This is an optimization exercise on Yosys and OpenROAD, whose aim is small area, not a production implementation.
Only simulation tests tie the RTL to the original design; equivalence was not proved.
In every run shown here, the design's own scripts or RTL, not TritonCTS, make the clock network.
The flow treats the clock pin as an ideal source. Dropping or thinning the clock tree relies on that and would not hold on a real chip.
Power and IR drop assume default switching activity.

[flow/flow/run.sh]
#!/bin/bash
# Own layout flow: the standard synthesis, then an area-oriented re-mapping of the
# combinational logic between the (untouched) registers, then the standard ORFS layout.
set -euo pipefail
W=$(pwd)
R=$W/orfs/results/${FLOW_PLATFORM}/contr_play_game/base
LIB=$FLOW_HOME/platforms/sky130hd/lib/sky130_fd_sc_hd__tt_025C_1v80.lib

# 1. standard synthesis (unchanged)
bash standard.sh synth > $W/log_synth.txt 2>&1

# 2. re-map the logic for area; registers (dfxtp cells) are kept as black boxes. ABC's
# deepsyn is run with several random seeds in parallel and the smallest result is kept;
# a second round starts again from that result.
cp $R/1_2_yosys.v $W/std_synth.v
remap() {
  local s=$1 in=$2
  sed -e "s#@T@#${ABC_T:-90}#" -e "s#@S@#$s#" $W/flow/area.abc > $W/area_$s.abc
  sed -e "s#@LIB@#$LIB#g" -e "s#@IN@#$in#g" -e "s#@OUT@#$W/remapped_$s.v#g" \
      -e "s#@ABC@#$W/area_$s.abc#g" $W/flow/remap.ys > $W/remap_run_$s.ys
  yosys -s $W/remap_run_$s.ys > $W/log_remap_$s.txt 2>&1
}
pick() {
  best=""; bestarea=""
  for s in "$@"; do
    a=$(grep "Chip area" $W/log_remap_$s.txt | tail -1 | awk '{print $NF}')
    echo "seed $s area $a" >> $W/log_remap_choice.txt
    if [[ -n "$a" ]] && { [[ -z "$bestarea" ]] || awk "BEGIN{exit !($a < $bestarea)}"; }; then
      best=$s; bestarea=$a
    fi
  done
  echo "chosen seed $best area $bestarea" >> $W/log_remap_choice.txt
}
for batch in "1 2 3 4" "5 6 7 8"; do
  for s in $batch; do remap $s $W/std_synth.v & done
  wait
done
pick 1 2 3 4 5 6 7 8
cp $W/remapped_$best.v $W/round1.v
for s in 9 10 11 12; do remap $s $W/round1.v & done
wait
pick $best 9 10 11 12
cp $W/remapped_$best.v $R/1_2_yosys.v
rm -f $R/1_synth.odb $R/1_synth.sdc

# 3. standard layout on the re-mapped netlist up to clock tree synthesis
VARS=("BUFFER_PORTS_ARGS=-buffer_cell sky130_fd_sc_hd__buf_1" "SKIP_REPAIR_TIE_FANOUT=1"
      "CTS_ARGS=-sink_clustering_enable -repair_clock_nets -dont_use_dummy_load")
bash standard.sh "${VARS[@]}" cts > $W/log_layout_cts.txt 2>&1

# 4. replace the two-level clock tree by one clock buffer fed by the clock port
ODB_IN=$R/4_cts.odb ODB_OUT=$R/4_cts_mod.odb SDC_IN=$R/4_cts.sdc LIB=$LIB \
  PLATFORM_DIR=$FLOW_HOME/platforms/sky130hd NBUF=1 BUFCELL=sky130_fd_sc_hd__clkbuf_16 \
  openroad -no_init -exit $W/flow/clk.tcl > $W/log_clk.txt 2>&1
cp $R/4_cts_mod.odb $R/4_cts.odb
touch $R/4_cts.sdc

# 5. the rest of the standard layout
bash standard.sh "${VARS[@]}" finish > $W/log_layout.txt 2>&1
[flow/flow/area.abc]
strash
&get -n
&deepsyn -T @T@ -t -S @S@
&put
dch -f
amap
topo
dnsize
[flow/flow/clk.tcl]
# Rebuild the clock tree made by CTS as $::env(NBUF) buffers of type $::env(BUFCELL), each
# driving one cluster of the clock sinks straight from the clock port.
read_db $::env(ODB_IN)
read_liberty $::env(LIB)
read_sdc $::env(SDC_IN)
source $::env(PLATFORM_DIR)/setRC.tcl
set block [ord::get_db_block]
set db [ord::get_db]
set port_net [[$block findBTerm vga_clk] getNet]
set sinks {}
set bufs {}
proc walk {net} {
  global sinks bufs
  foreach it [$net getITerms] {
    if {[$it isOutputSignal]} { continue }
    set inst [$it getInst]
    set m [[$inst getMaster] getName]
    if {[string match "sky130_fd_sc_hd__clkbuf_*" $m] || [string match "sky130_fd_sc_hd__clkinv_*" $m]} {
      if {[lsearch $bufs $inst] < 0} {
        lappend bufs $inst
        walk [[$inst findITerm X] getNet]
      }
    } else {
      lappend sinks $it
    }
  }
}
walk $port_net
set n $::env(NBUF)
set pts {}
foreach it $sinks {
  set bb [[$it getInst] getBBox]
  lappend pts [list [expr {([$bb xMin] + [$bb xMax]) / 2.0}] [expr {([$bb yMin] + [$bb yMax]) / 2.0}]]
  $it disconnect
}
# k-means, seeded by sorting on x
set sorted [lsort -real -index 0 $pts]
set cs {}
for {set i 0} {$i < $n} {incr i} {
  lappend cs [lindex $sorted [expr {int(($i + 0.5) * [llength $sorted] / $n)}]]
}
for {set iter 0} {$iter < 50} {incr iter} {
  set asg {}
  foreach p $pts {
    set best 0; set bd 1e30
    for {set i 0} {$i < $n} {incr i} {
      set c [lindex $cs $i]
      set d [expr {abs([lindex $p 0] - [lindex $c 0]) + abs([lindex $p 1] - [lindex $c 1])}]
      if {$d < $bd} { set bd $d; set best $i }
    }
    lappend asg $best
  }
  set ncs {}
  for {set i 0} {$i < $n} {incr i} {
    set sx 0; set sy 0; set k 0
    foreach p $pts a $asg { if {$a == $i} { set sx [expr {$sx + [lindex $p 0]}]; set sy [expr {$sy + [lindex $p 1]}]; incr k } }
    if {$k > 0} { lappend ncs [list [expr {$sx / $k}] [expr {$sy / $k}]] } else { lappend ncs [lindex $cs $i] }
  }
  set cs $ncs
}
foreach inst $bufs {
  set onet [[$inst findITerm X] getNet]
  odb::dbInst_destroy $inst
  if {$onet != "NULL" && $onet != $port_net} { odb::dbNet_destroy $onet }
}
set master [$db findMaster $::env(BUFCELL)]
for {set i 0} {$i < $n} {incr i} {
  set buf [odb::dbInst_create $block $master clkbuf_leaf_${i}_vga_clk]
  set cnet [odb::dbNet_create $block clknet_leaf_${i}_vga_clk]
  $cnet setSigType CLOCK
  [$buf findITerm A] connect $port_net
  [$buf findITerm X] connect $cnet
  set k 0
  foreach it $sinks a $asg { if {$a == $i} { $it connect $cnet; incr k } }
  set c [lindex $cs $i]
  $buf setLocation [expr {int([lindex $c 0])}] [expr {int([lindex $c 1])}]
  $buf setPlacementStatus PLACED
  puts "buffer $i drives $k sinks"
}
detailed_placement
check_placement
estimate_parasitics -placement
set worst 0
foreach pin [get_pins -hierarchical */CLK] {
  set s [get_property $pin slew_max]
  if {$s > $worst} { set worst $s }
}
puts "worst estimated clock-pin slew $worst"
report_worst_slack -max
report_worst_slack -min
write_db $::env(ODB_OUT)
[flow/flow/remap.ys]
read_liberty -ignore_miss_func @LIB@
read_verilog @IN@
hierarchy -top contr_play_game
setattr -mod -set blackbox 1 sky130_fd_sc_hd__dfxtp_1
flatten
rename -hide w:*.*
hierarchy -top contr_play_game
read_liberty -lib -overwrite @LIB@
opt_clean
stat
abc -liberty @LIB@ -dont_use sky130_fd_sc_hd__probe_p_8 -dont_use sky130_fd_sc_hd__probec_p_8 -dont_use sky130_fd_sc_hd__lpflow_bleeder_1 -dont_use sky130_fd_sc_hd__lpflow_clkbufkapwr_1 -dont_use sky130_fd_sc_hd__lpflow_clkbufkapwr_16 -dont_use sky130_fd_sc_hd__lpflow_clkbufkapwr_2 -dont_use sky130_fd_sc_hd__lpflow_clkbufkapwr_4 -dont_use sky130_fd_sc_hd__lpflow_clkbufkapwr_8 -dont_use sky130_fd_sc_hd__lpflow_clkinvkapwr_1 -dont_use sky130_fd_sc_hd__lpflow_clkinvkapwr_16 -dont_use sky130_fd_sc_hd__lpflow_clkinvkapwr_2 -dont_use sky130_fd_sc_hd__lpflow_clkinvkapwr_4 -dont_use sky130_fd_sc_hd__lpflow_clkinvkapwr_8 -dont_use sky130_fd_sc_hd__lpflow_decapkapwr_12 -dont_use sky130_fd_sc_hd__lpflow_decapkapwr_3 -dont_use sky130_fd_sc_hd__lpflow_decapkapwr_4 -dont_use sky130_fd_sc_hd__lpflow_decapkapwr_6 -dont_use sky130_fd_sc_hd__lpflow_decapkapwr_8 -dont_use sky130_fd_sc_hd__lpflow_inputiso0n_1 -dont_use sky130_fd_sc_hd__lpflow_inputiso0p_1 -dont_use sky130_fd_sc_hd__lpflow_inputiso1n_1 -dont_use sky130_fd_sc_hd__lpflow_inputiso1p_1 -dont_use sky130_fd_sc_hd__lpflow_inputisolatch_1 -dont_use sky130_fd_sc_hd__lpflow_isobufsrc_1 -dont_use sky130_fd_sc_hd__lpflow_isobufsrc_16 -dont_use sky130_fd_sc_hd__lpflow_isobufsrc_2 -dont_use sky130_fd_sc_hd__lpflow_isobufsrc_4 -dont_use sky130_fd_sc_hd__lpflow_isobufsrc_8 -dont_use sky130_fd_sc_hd__lpflow_isobufsrckapwr_16 -dont_use sky130_fd_sc_hd__lpflow_lsbuf_lh_hl_isowell_tap_1 -dont_use sky130_fd_sc_hd__lpflow_lsbuf_lh_hl_isowell_tap_2 -dont_use sky130_fd_sc_hd__lpflow_lsbuf_lh_hl_isowell_tap_4 -dont_use sky130_fd_sc_hd__lpflow_lsbuf_lh_isowell_4 -dont_use sky130_fd_sc_hd__lpflow_lsbuf_lh_isowell_tap_1 -dont_use sky130_fd_sc_hd__lpflow_lsbuf_lh_isowell_tap_2 -dont_use sky130_fd_sc_hd__lpflow_lsbuf_lh_isowell_tap_4 -dont_use sky130_fd_sc_hd__fill_1 -dont_use sky130_fd_sc_hd__fill_2 -dont_use sky130_fd_sc_hd__fill_4 -dont_use sky130_fd_sc_hd__fill_8  -script @ABC@
opt_clean -purge
hilomap -singleton -hicell sky130_fd_sc_hd__conb_1 HI -locell sky130_fd_sc_hd__conb_1 LO
setundef -zero
splitnets
opt_clean -purge
insbuf -buf sky130_fd_sc_hd__buf_4 A X
check -assert
stat -liberty @LIB@
write_verilog -noattr -nohex -nodec @OUT@
[flow/standard.sh]
#!/bin/bash
# synth_recipe.tcl (not shown) runs the flow's synth.tcl, then flattens the netlist and writes it again
# the make line also repeats each setting of config.mk as NAME=value (left out here)
make -C /OpenROAD-flow-scripts/flow DESIGN_CONFIG=/design/flow/config.mk WORK_HOME=/design/flow/orfs CLKGATE_MAP_FILE= SYNTH_SCRIPT=/design/flow/synth_recipe.tcl "${@:-finish}"
[flow/config.mk]
export PLATFORM = sky130hd
export DESIGN_NAME = contr_play_game
export DESIGN_NICKNAME = contr_play_game
export VERILOG_FILES = /design/flow/design.v
export SDC_FILE = /design/flow/constraint.sdc
export NUM_CORES = 4
export LEC_CHECK = 0
export CAP_MARGIN = 20
export CORE_MARGIN = 2
export CORE_UTILIZATION = 40
export PLACE_DENSITY = 0.6
export SLEW_MARGIN = 20
[flow/constraint.sdc]
create_clock -name core_clock -period 8.0 [get_ports {vga_clk}]
set_input_delay 1.6000 -clock core_clock [delete_from_list [all_inputs] [get_ports {vga_clk}]]
set_output_delay 1.6000 -clock core_clock [all_outputs]
set_load 0.01 [all_outputs]
[flow/design.v]
module contr_play_game(vga_clk,resetn,key_move,addr_x,addr_y,vga_r1,vga_g1,vga_b1);
parameter RESOLUTION = "160x120";
input vga_clk;
input resetn;
input key_move;
input [((RESOLUTION == "320x240") ? (8) : (7)):0] addr_x;
input [((RESOLUTION == "320x240") ? (7) : (6)):0] addr_y;
output [9:0] vga_r1;
output [9:0] vga_g1;
output [9:0] vga_b1;
reg [4:0] data_con;
reg en_sig;
wire frame_addr = (addr_x == 8'd1) && (addr_y == 7'd0);
wire dc_fb = data_con[4] ^ data_con[2] ^ (data_con[3:0] == 4'd0);
always @(posedge vga_clk) begin
  if (!resetn) begin
    data_con <= 5'd0;
    en_sig <= 1'b0;
  end else begin
    if (frame_addr) data_con <= {data_con[3:0], dc_fb};
    en_sig <= frame_addr && (data_con == 5'b01000);
  end
end
reg [7:0] p;
reg t0;
always @(posedge vga_clk) begin
  if (!resetn) begin
    p <= 8'd160;
    t0 <= 1'b1;
  end else if (en_sig) begin
    p <= (p == 8'd219) ? 8'd0 : p + 1'b1;
    if (p == 8'd177) t0 <= 1'b0;
  end
end
wire [8:0] xd = {1'b0, p} + 9'd128 - {2'b0, addr_y};
wire [8:0] sd = {1'b0, p} + {2'b0, addr_y};
function ins; input [8:0] v; input [8:0] lo, hi;
  ins = (v >= lo) && (v <= hi);
endfunction
wire in1 = (p <= 8'd110) ? ins(xd, 9'd119, 9'd128) : ins(sd, 9'd220, 9'd229);
wire in2 = (p <= 8'd90) ? ins(xd, 9'd99, 9'd108) :
           (p >= 8'd200) ? ins(xd, 9'd319, 9'd328) : ins(sd, 9'd200, 9'd209);
wire in3 = (p < 8'd40) ? ins(sd, 9'd40, 9'd49) :
           (p <= 8'd150) ? ins(xd, 9'd159, 9'd168) : ins(sd, 9'd260, 9'd269);
wire in0 = t0 ? ((p >= 8'd170 && ins(sd, 9'd288, 9'd297)) || (p == 8'd160 && addr_y <= 7'd9)) :
           (p < 8'd68) ? ins(sd, 9'd68, 9'd77) :
           (p <= 8'd178) ? ins(xd, 9'd187, 9'd196) : ins(sd, 9'd288, 9'd297);
reg col_sig;
always @(posedge vga_clk) begin
  if (!resetn) col_sig <= 1'b0;
  else col_sig <= (addr_x >= 8'd34 && addr_x <= 8'd36) || (addr_x >= 8'd69 && addr_x <= 8'd71) ||
                  (addr_x >= 8'd99 && addr_x <= 8'd101) || (addr_x >= 8'd129 && addr_x <= 8'd131);
end
reg bar_on;
always @(posedge vga_clk) begin
  if (!resetn) bar_on <= 1'b0;
  else if (col_sig) bar_on <= in0 | in1 | in2 | in3;
end
reg [4:0] zc;
reg move_sig;
wire [15:0] zc_tt = 16'b1000011011111001;
wire zc_fb = zc_tt[{zc[4], zc[3], zc[1], zc[0]}];
always @(posedge vga_clk) begin
  if (!resetn || key_move) zc <= 5'd0;
  else zc <= {zc[3:0], zc_fb};
  if (!resetn) move_sig <= 1'b0;
  else move_sig <= (zc == 5'b01111);
end
reg [5:0] k;
reg hit_any, hit_sig;
always @(posedge vga_clk) begin
  if (!resetn || hit_sig) k <= 6'd0;
  else if (move_sig) k <= (k[5] & k[2] & k[1]) ? 6'd0 : k + 1'b1;   
end
wire cov0 = (p >= 8'd117 && p <= 8'd129) || (p >= 8'd7 && p <= 8'd19);
wire cov1 = (p >= 8'd49 && p <= 8'd61) || (p >= 8'd159 && p <= 8'd171);
wire cov2 = (p >= 8'd29 && p <= 8'd41) || (p >= 8'd139 && p <= 8'd151);
wire cov3 = (p >= 8'd89 && p <= 8'd101) || (p >= 8'd199 && p <= 8'd211);
always @(posedge vga_clk) begin
    hit_any <= (k[3] & ~k[4] & (k[2:0] == 3'd0) & cov0) |
               (k[4] & (k[3:1] == 3'd0) & k[0] & cov1) |
               (k[4] & k[3] & (k[2:1] == 2'd0) & cov2) |
               (k[5] & (k[2:0] == 3'd0) & cov3);
    hit_sig <= hit_any;
end
wire [8:0] xk = {1'b0, addr_x} - {1'b0, k, 2'b00};
reg targ_on;
always @(posedge vga_clk) begin
  if (!resetn) targ_on <= 1'b0;
  else if (addr_y >= 7'd58 && addr_y <= 7'd61) targ_on <= (xk >= 9'd1) && (xk <= 9'd4);
end
wire A = bar_on, B = targ_on;
assign vga_r1 = {A, A, A, A, A, 1'b0, A | B, 1'b0, B, 1'b0};
assign vga_g1 = {1'b0, B, B, 1'b0, 1'b0, B, 1'b0, 1'b0, A, A};
assign vga_b1 = {1'b0, B, B, 1'b0, 1'b0, B, A, 1'b0, A, 1'b0};
endmodule
==> notes.md, run 1 <==
result of the run no timing/DRC/antenna violations; clk_skew 0.00449 ns; Setup crit end kind register; Max-Cap Viols 0; reg2reg start p[2]; RSZ-0062 raised after global routing false; most frequent cells in the layout 66 x nor2_1, 53 x clkinv_1, 40 x nand2_1; Avg Cell Area, Syn 6.43 µm²; Layout Utilization ~43%; Congestion Overflow GR 0; Post-DRT Antenna Nets 0; total negative slack 0 ns; synthesized net count 383; # Post-CTS Setup Buffers 0; final setup margin 4.12 ns; Multi-input gate area 1300 µm²; Clk Latency, worst-skew pair roughly 0.17 ns; layout cells sized above 1 0.269%; Wirelength per Cell 13.4 µm; hold path cells 0; Worst Setup Path Type input port to register; cts hold-fix bufs 0; endpoints failing hold 0; R2R Path End bar_on; P per Cell Area 114 nW/µm²; starting density of the core 42.1%; Leakage Power ~0.73 nW; clk sink count 32; # fillers 629; post-cts sizing count 0; # nets final 392; first-pass GRT wire length 9920 µm; Placed Cells incl. Taps 443; Core Region ~5600 µm²; full die area 6500 µm²; commonest non-fill, non-tap cell in the layout nor2_1; port bufs 34; Final Wtd Congestion roughly 0.87; die height 80.6 µm; final worst path period need ~3.9 ns; delay of the slowest critical-path stage 0.44 ns; Post-Syn Area 2350 µm²; DP HPWL 4840 µm; critical path arrival around 3.9 ns; final setup vio count 0; crit share post-route 48.5%; vias in the first global route 2190; vias 2459; fmax about 0.26 GHz; Startpoint Class input port; Clock transition at path regs about 0.11 ns; Hold WC Path Type register to register; max-slew violation count 0; Worst IR Drop VDD 0.0993 mV; Horiz. Die Dim 80.6 µm; DRT iter0 DRCs 182; Ys Warns 1; FF/Latch Area 641 µm²; dpl ws 4.00 ns; cells on worst reg2reg path 13; slew margin rel. 59.4%; initial antenna violation count 0; num rows 27; Finished Layout Cells 444; Antenna Cells 0; crit-path max FO 7; Area growth, synth to finish 1.39%; largest net degree at the start of global routing 33; CP required 8.06 ns; Total Routing Usage GR a little under a fifth; Least-Margin Pin Slew 0.593 ns; Syn Inst Count 365; min-delay src hit_any; Critical Path, Cell by Cell buf_1 -> clkinv_1 -> a22oi_1 -> a22oi_1 -> o21ai_0 -> clkinv_1 -> o221ai_1 -> nor3_1 -> a21oi_1 -> o31ai_1 -> nand2_1 -> a21oi_1 -> nor2_1 -> nor3_1; hold path endpoint hit_sig; Initial DRT Pass Iterations 4; drt drc 0; vias per cell between 5 and 6; Crit. Startpoint addr_y[2]; Worst R2R Setup Slack 5.05 ns; I/O pin cnt 48; slowest CP cell a22oi_1; drt total wl 5950 µm
[critical path, delay by kind of cell]
kind	cells	cell delay [ns]
AOI/OAI and AO/OA	7	1.55
buffers and inverters	3	0.48
and+or+nand+nor	4	0.30
[flip-flops by register name, summed over array words and instances (netlist names)]
register	flops
en_sig	1
k	6
p	8
hit_sig	1
move_sig	1
data_con	5
targ_on	1
bar_on	1
col_sig	1
hit_any	1
zc	5
t0	1
[how the worst max path moves through the flow]
stage	end	slack [ns]	cells after the start
final	bar_on	4.12	14
after global routing	bar_on	3.80	16
after CTS	bar_on	4.25	14
after detailed placement	bar_on	4.00	15
after global placement	bar_on	4.01	15
after floorplan	bar_on	4.47	15
[cell type report]
class	count	area share, %
well taps	72	3.79
repair buffers	34	5.36
plain buffers	1	1.05
multi-input cells	252	54.5
flip-flops and latches	32	26.9
inverters	53	8.36
[routing by layer]
layer  vias up  share of wire [%]  track usage [%]
li1       1284                  -                -
met1      1108                 47             26.1
met2        63                 47             32.1
met3         4                5.3             1.57
met4         0               0.42             2.88
met5         -                  0                0
[report_power, final]
group          leakage [nW]  switching (W)  internal [W]
Clock                0.0123      0.0000382     0.0000233
Combinational         0.457      0.0000322     0.0000154
Sequential            0.258     0.00000100      0.000160
[stage by stage]
| stage | instance area, µm² | hold slack, ns | power, W |
|---|---|---|---|
| 3_5_place_dp | 2350 | 0.322 | 0.000212 |
| 2_1_floorplan | 2350 | 0.310 | 0.000205 |
| 5_1_grt | 2380 | 0.358 | 0.000285 |
| 3_3_place_gp | 2350 | 0.313 | 0.000211 |
| 6_report | 2380 | 0.339 | 0.000270 |
| 4_1_cts | 2420 | 0.333 | 0.000323 |
==> run 2, diff against run 1 <==
--- a/flow/flow/run.sh
+++ b/flow/flow/run.sh
@@ -15,7 +15,7 @@
 cp $R/1_2_yosys.v $W/std_synth.v
 remap() {
   local s=$1 in=$2
-  sed -e "s#@T@#${ABC_T:-90}#" -e "s#@S@#$s#" $W/flow/area.abc > $W/area_$s.abc
+  sed -e "s#@T@#${ABC_T:-120}#" -e "s#@S@#$s#" $W/flow/area.abc > $W/area_$s.abc
   sed -e "s#@LIB@#$LIB#g" -e "s#@IN@#$in#g" -e "s#@OUT@#$W/remapped_$s.v#g" \
       -e "s#@ABC@#$W/area_$s.abc#g" $W/flow/remap.ys > $W/remap_run_$s.ys
   yosys -s $W/remap_run_$s.ys > $W/log_remap_$s.txt 2>&1
@@ -31,15 +31,17 @@
   done
   echo "chosen seed $best area $bestarea" >> $W/log_remap_choice.txt
 }
-for batch in "1 2 3 4" "5 6 7 8"; do
+for batch in "1 2 3 4" "5 6 7 8" "13 14 15 16"; do
   for s in $batch; do remap $s $W/std_synth.v & done
   wait
 done
-pick 1 2 3 4 5 6 7 8
-cp $W/remapped_$best.v $W/round1.v
-for s in 9 10 11 12; do remap $s $W/round1.v & done
-wait
-pick $best 9 10 11 12
+pick 1 2 3 4 5 6 7 8 13 14 15 16
+for round in "9 10 11 12" "17 18 19 20"; do
+  cp $W/remapped_$best.v $W/round_in.v
+  for s in $round; do remap $s $W/round_in.v & done
+  wait
+  pick $best $round
+done
 cp $W/remapped_$best.v $R/1_2_yosys.v
 rm -f $R/1_synth.odb $R/1_synth.sdc
 
==> run 2 against run 1 <==
Net effect:
- still clean
- utilization down 0.26 points
- critical path type unchanged
- setup slack worse by 0.28 ns
- sequential share of layout area rose by 0.33 points
- fmax shrank 6.7%
- via count down 1.5%
- sequential power about the same
- critical path depth is the same
- final area down 1.2%
- final cell count shrank 2.3%
==> notes.md, run 2 <==
result of the run no timing/DRC/antenna violations; critical path arrival 4.26 ns (+0.32 ns); Leakage Power 0.754 nW (+3.7%); endpoints failing hold 0 (unchanged); part of the power in registers 58.9% (-0.7 points); final worst path period need 4.16 ns (+0.280 ns); DP HPWL 4650 µm (-3.8%); fmax 0.241 GHz (-6.7%); clk_skew 0.00516 ns (+0.000672 ns); die height 80.1 µm (-0.59%); Final Cell Area 2350 µm² (-1.2%); vias in the first global route 2177 (-0.59%); Setup crit end kind register; Startpoint Class input port; Post-Syn Area 2320 µm² (-1.2%); Hold WC Path Type register to register; Avg Cell Area, Syn 6.53 µm² (+1.6%); vias per cell 5.58 (+0.76%); vias 2422 (-1.5%); post-cts sizing count 0 (unchanged); CP required 8.11 ns (+0.05 ns); full die area 6420 µm² (-1.2%); Congestion Overflow GR 0 (unchanged); placed inst area 2330 µm² (-1.2%); slowest CP cell or4_1; commonest non-fill, non-tap cell in the layout nor2_1; total negative slack 0 ns (unchanged); Initial DRT Pass Iterations 5 (+1); first-pass GRT wire length 9760 µm (-1.7%); P_sw 0.0000754 W (+5.6%); hold path cells 0 (unchanged); Post-DRT Antenna Nets 0 (unchanged); clk sink count 32 (unchanged); switching share of total power 27.5% (+1.1 points); P per Cell Area 117 nW/µm² (+2.6%); Multi-input gate area 1290 µm² (-0.77%); Antenna Cells 0 (unchanged); Ys Warns 1 (unchanged); Area growth, synth to finish 1.40% (about the same); delay of the slowest critical-path stage 0.52 ns (+0.08 ns); num rows 27 (unchanged); Top cell by count, worst path clkinv_1; # nets final 382 (-2.6%); Top Registers p x8, k x6; DRT iter0 DRCs 176 (-3.3%); # fillers 594 (-5.6%); power share of the combinational group 17.3% (-0.3 points); Total Routing Usage GR 18.5% (-0.28 points); Pint 0.000199 W (-0.16%); Clock transition at path regs 0.12 ns (about the same); slew margin rel. 62.3% (+2.9 points); Max-Cap Viols 0 (unchanged); port bufs 34 (unchanged); Least-Margin Pin Slew 0.561 ns (-0.0325 ns); cells on worst reg2reg path 19 (+6); Worst IR Drop VDD 0.104 mV (+4.5%); Largest register FFs 8 (unchanged); most frequent cells in the layout 63 x nor2_1, 48 x clkinv_1, 35 x nand2_1; Final Wtd Congestion 0.863 (-1.1%); Horiz. Die Dim 80.1 µm (-0.59%); largest net degree at the start of global routing 33 (unchanged); layout cells sized above 1 0.276% (+0.0074 points); crit share post-route 52.0% (+3.5 points); Syn Inst Count 355 (-2.7%); FF/Latch Area 641 µm² (unchanged); Biggest register p; final setup vio count 0 (unchanged); drt total wl 5790 µm (-2.7%); Core Region 5540 µm² (-0.61%); starting density of the core 41.8% (-0.26 points); I/O pin cnt 48 (unchanged); # Post-CTS Setup Buffers 0 (unchanged); drt drc 0 (unchanged); initial antenna violation count 0 (unchanged); RSZ-0062 raised after global routing false; Wirelength per Cell 13.3 µm (-0.46%); Critical Path, Cell by Cell buf_1 -> clkinv_1 -> o22ai_1 -> o22ai_1 -> o21ai_0 -> clkinv_1 -> nor2_1 -> clkinv_1 -> or4_1 -> o31ai_1 -> a21oi_1 -> o211ai_1 -> a311oi_1 -> nor3_1; crit-path max FO 6 (-1); Worst Setup Path Type input port to register; max-slew violation count 0 (unchanged); clock power share 23.9% (+1.1 points); cts hold-fix bufs 0 (unchanged); Clk Latency, worst-skew pair 0.18 ns (about the same); synthesized net count 373 (-2.6%)
run 2: final cells by class:
class | instances | area share [%]
Timing Repair Buffer | 34 | 5.43
Sequential cell | 32 | 27.2
Multi-Input combinational cell | 247 | 54.8
Buffer | 1 | 1.06
Inverter | 48 | 7.66
Tap cell | 72 | 3.83
run 2: metal layers:
metal,GRT usage (%),wire (µm),vias up
met4,2.88,44,0
li1,-,-,1245
met3,1.57,361,8
met2,31.4,2540,90
met1,26.0,2850,1079
met5,0,0,-
run 2: worst paths after layout:
path / start / end / slack (ns)
worst min register to register: hit_any / hit_sig / 0.34
worst max register to register: p[1] / bar_on / 4.68
worst max-delay path: addr_y[2] / bar_on / 3.84
worst min-delay path: hit_any / hit_sig / 0.34
run 2: worst max-delay path, delay by kind of cell:
kind	cells	cell delay, ns
AO/OA/AOI/OAI	7	1.31
AND/OR/NAND/NOR	3	0.83
buffers and inverters	4	0.54
run 2: power groups by stage:
stage          Clock (W)  Combinational [W]  Sequential [W]
6_report       0.0000654          0.0000473        0.000161
5_1_grt        0.0000739          0.0000538        0.000162
3_5_place_dp           0          0.0000465        0.000165
4_1_cts         0.000114          0.0000467        0.000161
3_3_place_gp           0          0.0000464        0.000165
2_1_floorplan          0          0.0000401        0.000165
run 2: stage by stage:
stage	hold WS [ns]	setup WS (ns)	cells	util [%]	total power [W]
floorplan	0.310	4.24	355	-	0.000205
detailed placement	0.316	3.69	433	42.0	0.000211
finish	0.342	3.84	434	42.4	0.000274
global placement	0.312	3.70	433	42.0	0.000211
global route	0.355	3.48	434	42.4	0.000289
CTS	0.333	3.98	438	43.2	0.000322
==> run 3, diff against run 2 <==
--- a/flow/flow/run.sh
+++ b/flow/flow/run.sh
@@ -36,7 +36,7 @@
   wait
 done
 pick 1 2 3 4 5 6 7 8 13 14 15 16
-for round in "9 10 11 12" "17 18 19 20"; do
+for round in "9 10 11 12" "17 18 19 20" "21 22 23 24" "25 26 27 28" "29 30 31 32"; do
   cp $W/remapped_$best.v $W/round_in.v
   for s in $round; do remap $s $W/round_in.v & done
   wait
==> run 3 against run 2 <==
Net effect:
- register-to-register slack better by 0.42 ns
- routed wire length shrank 2.2%
- power down 1.1%
- setup slack improved by 0.29 ns
- synthesized cell count up 3.1%
- critical path type unchanged
==> notes.md, run 3 <==
Initial DRT Pass Iterations 5 (unchanged); # fillers 607 (+2.2%); # Post-CTS Setup Buffers 0 (unchanged); clk sink count 32 (unchanged); Wirelength per Cell 12.7 µm (-4.6%); dpl ws 3.97 ns (+0.280 ns); vias 2401 (-0.87%); Clk Latency, worst-skew pair 0.17 ns (about the same); hold path cells 0 (unchanged); Total Routing Usage GR 18.3% (-0.15 points); post-cts sizing count 0 (unchanged); clk_skew 0.00393 ns (-0.00123 ns); crit-path max FO 7 (+1); worst hold slack 0.343 ns (+0.000862 ns); most frequent cells in the layout 70 x nor2_1, 49 x clkinv_1, 40 x nand2_1; Core Region 5570 µm² (+0.61%); Worst IR Drop VDD 0.107 mV (+3.0%); port bufs 34 (unchanged); final worst path period need 3.87 ns (-0.286 ns); Antenna Cells 0 (unchanged); FF/Latch Area 641 µm² (unchanged); P per Cell Area 114 nW/µm² (-2.2%); Biggest register p; Ys Warns 1 (unchanged); die height 80.6 µm (+0.54%); final setup vio count 0 (unchanged); slew margin rel. 38.0% (-24 points); clock power share 22.8% (-1.1 points); Least-Margin Pin Slew 0.918 ns (+0.357 ns); synthesized net count 384 (+2.9%); layout cells sized above 1 0.268% (-0.0081 points); Horiz. Die Dim 80.6 µm (+0.54%); Syn Inst Count 366 (+3.1%); full die area 6490 µm² (+1.1%); CP required 8.10 ns (about the same); fmax 0.258 GHz (+7.4%); Max-Cap Viols 0 (unchanged); Pint 0.000200 W (+0.60%); total negative slack 0 ns (unchanged); Final Wtd Congestion 1.02 (+18%); initial antenna violation count 0 (unchanged); max-slew violation count 0 (unchanged); part of the power in registers 59.4% (+0.5 points); P_sw 0.0000712 W (-5.6%); Startpoint Class input port; min-delay src hit_any; result of the run no timing/DRC/antenna violations; drt drc 0 (unchanged); reg2reg start p[2]; largest net degree at the start of global routing 33 (unchanged); starting density of the core 42.1% (+0.22 points); vias in the first global route 2114 (-2.9%); Post-Syn Area 2340 µm² (+1.1%); DP HPWL 4730 µm (+1.7%); I/O pin cnt 48 (unchanged); cts hold-fix bufs 0 (unchanged); Worst Setup Path Type input port to register; commonest non-fill, non-tap cell in the layout nor2_1; Hold WC Path Type register to register; DRT iter0 DRCs 86 (-51%); power share of the combinational group 17.8% (+0.5 points); Multi-input gate area 1310 µm² (+1.7%); crit share post-route 48.4% (-3.6 points); Post-DRT Antenna Nets 0 (unchanged); Congestion Overflow GR 0 (unchanged); final setup margin 4.13 ns (+0.286 ns); switching share of total power 26.3% (-1.2 points); Top Registers p x8, k x6; endpoints failing hold 0 (unchanged); cells on worst reg2reg path 11 (-8); Area growth, synth to finish 1.39% (about the same); drt total wl 5670 µm (-2.2%); Setup crit end kind register; Worst R2R Setup Slack 5.10 ns (+0.42 ns); # nets final 393 (+2.9%); critical path arrival 3.97 ns (-0.29 ns); R2R Path End bar_on; Leakage Power 0.776 nW (+2.9%); RSZ-0062 raised after global routing false; Clock transition at path regs 0.11 ns (about the same); Largest register FFs 8 (unchanged); num rows 27 (unchanged); Avg Cell Area, Syn 6.41 µm² (-1.9%); first-pass GRT wire length 9590 µm (-1.7%); vias per cell 5.40 (-3.3%); hold path endpoint hit_sig
## run 3: routing by layer
layer  GRT usage (%)  vias up  share of wire, %
li1                -     1272                 -
met1            25.4     1051                47
met2            30.5       72                45
met3            2.02        6               6.0
met4            4.24        0               1.5
met5               0        -                 0
## run 3: through the flow
stage                     total power, W  instance area (µm²)  instances  util, %
after CTS                       0.000320                 2420        449     43.4
after floorplan                 0.000205                 2340        366        -
after detailed placement        0.000212                 2350        444     42.2
after global routing            0.000288                 2380        445     42.6
after global placement          0.000212                 2350        444     42.2
final                           0.000271                 2380        445     42.6
## run 3: how the worst max path moves through the flow
stage               startpoint     end  slack (ns)  cells past startpoint
floorplan            addr_y[2]  bar_on        4.42                     11
global placement     addr_y[2]  bar_on        4.05                     12
detailed placement   addr_y[2]  bar_on        3.97                     12
CTS                  addr_y[2]  bar_on        4.25                     12
global route         addr_y[2]  bar_on        3.85                     13
finish               addr_y[2]  bar_on        4.13                     12
## run 3: cell type report
cell class / instances / share of cell area, %
timing repair buffer: 34 / 5.37
multi-input combinational: 257 / 55.1
buffer: 1 / 1.05
sequential: 32 / 26.9
inverter: 49 / 7.74
tap: 72 / 3.79
## run 3: worst max-delay path, stage by stage
cell and delay, ns:
buf_1 0.14, clkinv_1 0.12, o22ai_1 0.41, a22oi_1 0.18, o21ai_0 0.40, a22oi_1 0.16, or2_0 0.25, o32a_1 0.29
o21ai_0 0.08, nand3_1 0.10, o2111a_1 0.12, nor3_1 0.11
## run 3: power by group through the flow
stage          Sequential (W)  Combinational [W]  Clock (W)
4_1_cts              0.000161          0.0000479   0.000111
2_1_floorplan        0.000165          0.0000408          0
3_3_place_gp         0.000165          0.0000477          0
3_5_place_dp         0.000165          0.0000477          0
5_1_grt              0.000161          0.0000547  0.0000716
6_report             0.000161          0.0000482  0.0000617

afterwards: timing with drivers on the ports:
The results above use ideal ports. As a check the final layouts listed here were re-extracted and re-timed, cells and wires unchanged. Step 1, drivers: a clkbuf_16 drives vga_clk and a buf_2 each remaining input, both assumed. Step 2 times the ports against the registers' clock, not the clock port: input delays grow and output delays shrink by t, the midpoint of the rising clock arrivals with the driver on. Three values: ideal ports, drivers, drivers and shift; two values: the first two.
run	t, ns	setup WS [ns]	slew at the worst register clock pin (ns)	worst data-port slew with drivers (ns)	cell pins on the clock port's net
run 1	0.196	4.124 / 4.122 / 3.927	0.11 / 0.11	0.03	1
run 2	0.203	3.844 / 3.841 / 3.638	0.12 / 0.12	0.04	1
run 3	0.199	4.129 / 4.138 / 3.939	0.11 / 0.11	0.04	1
After both steps every run listed still meets setup and hold. The setup slack of run 2, which loses most, moves by -0.003 ns with the drivers and by -0.206 ns with both steps.
